Background: an optimization exercise with open tools, aiming at small area, a short achievable clock period and few clock cycles. Do not read the settings as production practice. In this exercise RTL edits were held to simulation tests only and were not proved equivalent to the original. Power is estimated from default activity; no workload was simulated.

==> flow/design.v <==
`timescale 1ns / 1ps
module apb_master (
    input         pclk,
    input         presetn,
    input         start,
    input         write,
    input  [31:0] addr,
    output        wr0,        
    output        wr1,        
    output reg    done,
    output reg    error
);
    wire in_map = (addr[31:13] == 19'd0) && (addr[11:4] == 8'd0);
    assign wr0 = start && write && in_map && !addr[12];
    assign wr1 = start && write && in_map &&  addr[12];
    always @(posedge pclk or negedge presetn) begin
        if (!presetn) begin
            done  <= 1'b0;
            error <= 1'b0;
        end else begin
            done  <= start;
            error <= !in_map;
        end
    end
endmodule
`timescale 1ns / 1ps
module apb_slave (
    input         pclk,
    input         presetn,
    input         we,         
    input         rsel,       
    input  [1:0]  idx,
    input  [3:0]  strb,
    input  [31:0] wdata,
    output [31:0] rdata       
);
    reg [31:0] regfile [0:3];
    reg [3:0]  valid;
    always @(posedge pclk or negedge presetn) begin
        if (!presetn)
            valid <= 4'b0;
        else if (we)
            valid[idx] <= 1'b1;
    end
    wire [31:0] part [0:3];
    genvar r, b;
    generate
        for (r = 0; r < 4; r = r + 1) begin : g_reg
            wire wr = we && idx == r;
            for (b = 0; b < 4; b = b + 1) begin : g_byte
                wire keep = !(wr && (strb[b] || !valid[r]));
                wire load = wr && strb[b];
                always @(posedge pclk)
                    regfile[r][8*b +: 8] <= (regfile[r][8*b +: 8] & {8{keep}})
                                          | (wdata[8*b +: 8] & {8{load}});
            end
            wire sel = rsel && idx == r && valid[r];
            assign part[r] = {32{sel}} & regfile[r];
        end
    endgenerate
    assign rdata = part[0] | part[1] | part[2] | part[3];
endmodule
`timescale 1ns / 1ps
module apb_top(
    input        pclk,
    input        presetn,
    input        start,
    input        write,
    input [31:0] addr,
    input [31:0] wdata,
    input [3:0]  strb,
    input [2:0]  prot,
    output [31:0] rdata,
    output        done,
    output        error
);
    wire        wr0, wr1;
    wire [31:0] rd0, rd1;
    reg  [31:0] rdata_q;
    apb_master master (
        .pclk    (pclk),
        .presetn (presetn),
        .start   (start),
        .write   (write),
        .addr    (addr),
        .wr0     (wr0),
        .wr1     (wr1),
        .done    (done),
        .error   (error)
    );
    apb_slave slave0 (
        .pclk    (pclk),
        .presetn (presetn),
        .we      (wr0),
        .rsel    (!addr[12]),
        .idx     (addr[3:2]),
        .strb    (strb),
        .wdata   (wdata),
        .rdata   (rd0)
    );
    apb_slave slave1 (
        .pclk    (pclk),
        .presetn (presetn),
        .we      (wr1),
        .rsel    (addr[12]),
        .idx     (addr[3:2]),
        .strb    (strb),
        .wdata   (wdata),
        .rdata   (rd1)
    );
    always @(posedge pclk)
        rdata_q <= rd0 | rd1;
    assign rdata = rdata_q;
endmodule
export LEC_CHECK = 0
export ABC_CLOCK_PERIOD_IN_PS = 1200
export CAP_MARGIN = 20
export CORE_MARGIN = 2
export CORE_UTILIZATION = 60
export CTS_BUF_LIST = sky130_fd_sc_hd__clkbuf_8
export CTS_CLUSTER_DIAMETER = 50
export CTS_CLUSTER_SIZE = 16
export SETUP_SLACK_MARGIN = 2.0
export SLEW_MARGIN = 20
create_clock -name core_clock -period 4.0 [get_ports {pclk}]
standard.sh (not shown) runs the stock make flow with config.mk's settings and CLKGATE_MAP_FILE= SYNTH_SCRIPT=/design/flow/synth_recipe.tcl, a recipe that flattens the netlist after the stock synthesis.
==> flow/flow/run.sh <==
#!/bin/bash
# The standard layout (bash standard.sh), with the port buffers that
# buffer_ports inserts made of a plain buffer cell instead of the delay cell it
# picks by default. ORFS writes each step's full log under orfs/logs/; make's
# own output goes to make_finish.log here.
set -euo pipefail
bash standard.sh "BUFFER_PORTS_ARGS=-buffer_cell sky130_fd_sc_hd__buf_2" finish > make_finish.log 2>&1
The baseline finished clean.
Testbench counts at the start, summed over its fixed seeds: cycles 3,200.
Change:
SETUP_SLACK_MARGIN = 2.15   (was 2.0)
Result: Hold slack loses 9.8 ps. Sequential cell count stays the same. Worst setup slack is better by 7.8 ps. Utilization came out higher by 7.0 points. Power increases slightly.
Change:
CTS_BUF_LIST = sky130_fd_sc_hd__clkbuf_16   (was sky130_fd_sc_hd__clkbuf_8)
CTS_CLUSTER_DIAMETER = 60   (was 50)
CTS_CLUSTER_SIZE = 20   (was 16)
SETUP_SLACK_MARGIN = 1.7   (was 2.15)
The changed run ran to the end with no violations.
Fmax goes down by 14%.
Synthesized area does not change.
Global-route usage goes up by 0.23 points.
Worst hold slack gains 100 ps.

RTL: the design.v shown in full above, as it stands there.
export LEC_CHECK = 0
export ABC_AREA = 1
export CAP_MARGIN = 20
export CORE_MARGIN = 2
export CORE_UTILIZATION = 60
export CTS_BUF_LIST = sky130_fd_sc_hd__clkbuf_8
export CTS_CLUSTER_DIAMETER = 50
export CTS_CLUSTER_SIZE = 16
export SETUP_SLACK_MARGIN = 2.0
export SLEW_MARGIN = 20
create_clock -name core_clock -period 4.0 [get_ports {pclk}]
Scripts as last shown in full above: flow/flow/run.sh
Testbench counts at the start, summed over its fixed seeds: cycles 3,200.
Change:
Settings changed: ABC_AREA 1 to unset, ABC_CLOCK_PERIOD_IN_PS set to 1200, SETUP_SLACK_MARGIN 2.0 to 1.9.
Die area came out lower by 16%. Via count came out lower by 34%. Synthesized cell count shrinks by 47%. Critical path depth fell by 1. Wire length drops by 26%. Setup slack is worse by 0.087 ns.
Change:
Settings changed: CORE_UTILIZATION 60 to 40, SETUP_SLACK_MARGIN 1.9 to 2.1.
What happened: Synthesized area stays the same. Final cell count climbs by 14%. Routed wire length climbs by 2.2%. Sequential power stays flat. Hold slack loses 0.030 ns. Worst setup slack gains 0.15 ns. Clock-buffer cell count climbs by 2. Non-clock buffer count climbs by 17.

[port drivers added, routing unchanged]
How much do the figures lean on ideal ports? The routed layouts below were timed once more, with nothing changed but the port constraints. Step 1: set_driving_cell puts a clkbuf_16 on pclk and a buf_2 on each other input, an assumption about the parent block. Step 2 adds t to the input delays and takes it off the output delays; t is the mean of the earliest and latest rising clock arrival at the registers after step 1. Input paths then give back, and output paths get back, about the clock's delay inside the block. Slacks: ideal ports / drivers / drivers and shift; pairs: ideal ports / drivers.
run | shift t [ns] | setup slack, ns | hold WS [ns] | worst slew at a driven data input, ns
the first run of note 1 | 0.625 | 2.029 / 2.051 / 1.426 | 0.062 / 0.054 / 0.469 | 0.05
the second run of note 1 | 0.637 | 2.036 / 2.048 / 1.411 | 0.052 / 0.030 / 0.468 | 0.06
the third run of note 1 | 0.547 | 1.718 / 1.737 / 1.190 | 0.152 / 0.131 / 0.469 | 0.05
the first run of note 2 | 0.597 | 2.025 / 2.003 / 1.449 | 0.115 / 0.092 / 0.463 | 0.12
the second run of note 2 | 0.601 | 1.938 / 1.947 / 1.347 | 0.093 / 0.081 / 0.467 | 0.05
the third run of note 2 | 0.641 | 2.088 / 2.042 / 1.486 | 0.063 / 0.068 / 0.467 | 0.05
After both steps every run listed still meets setup and hold. The setup slack of the second run of note 1, which loses most, moves by +0.012 ns with the drivers and by -0.625 ns with both steps.
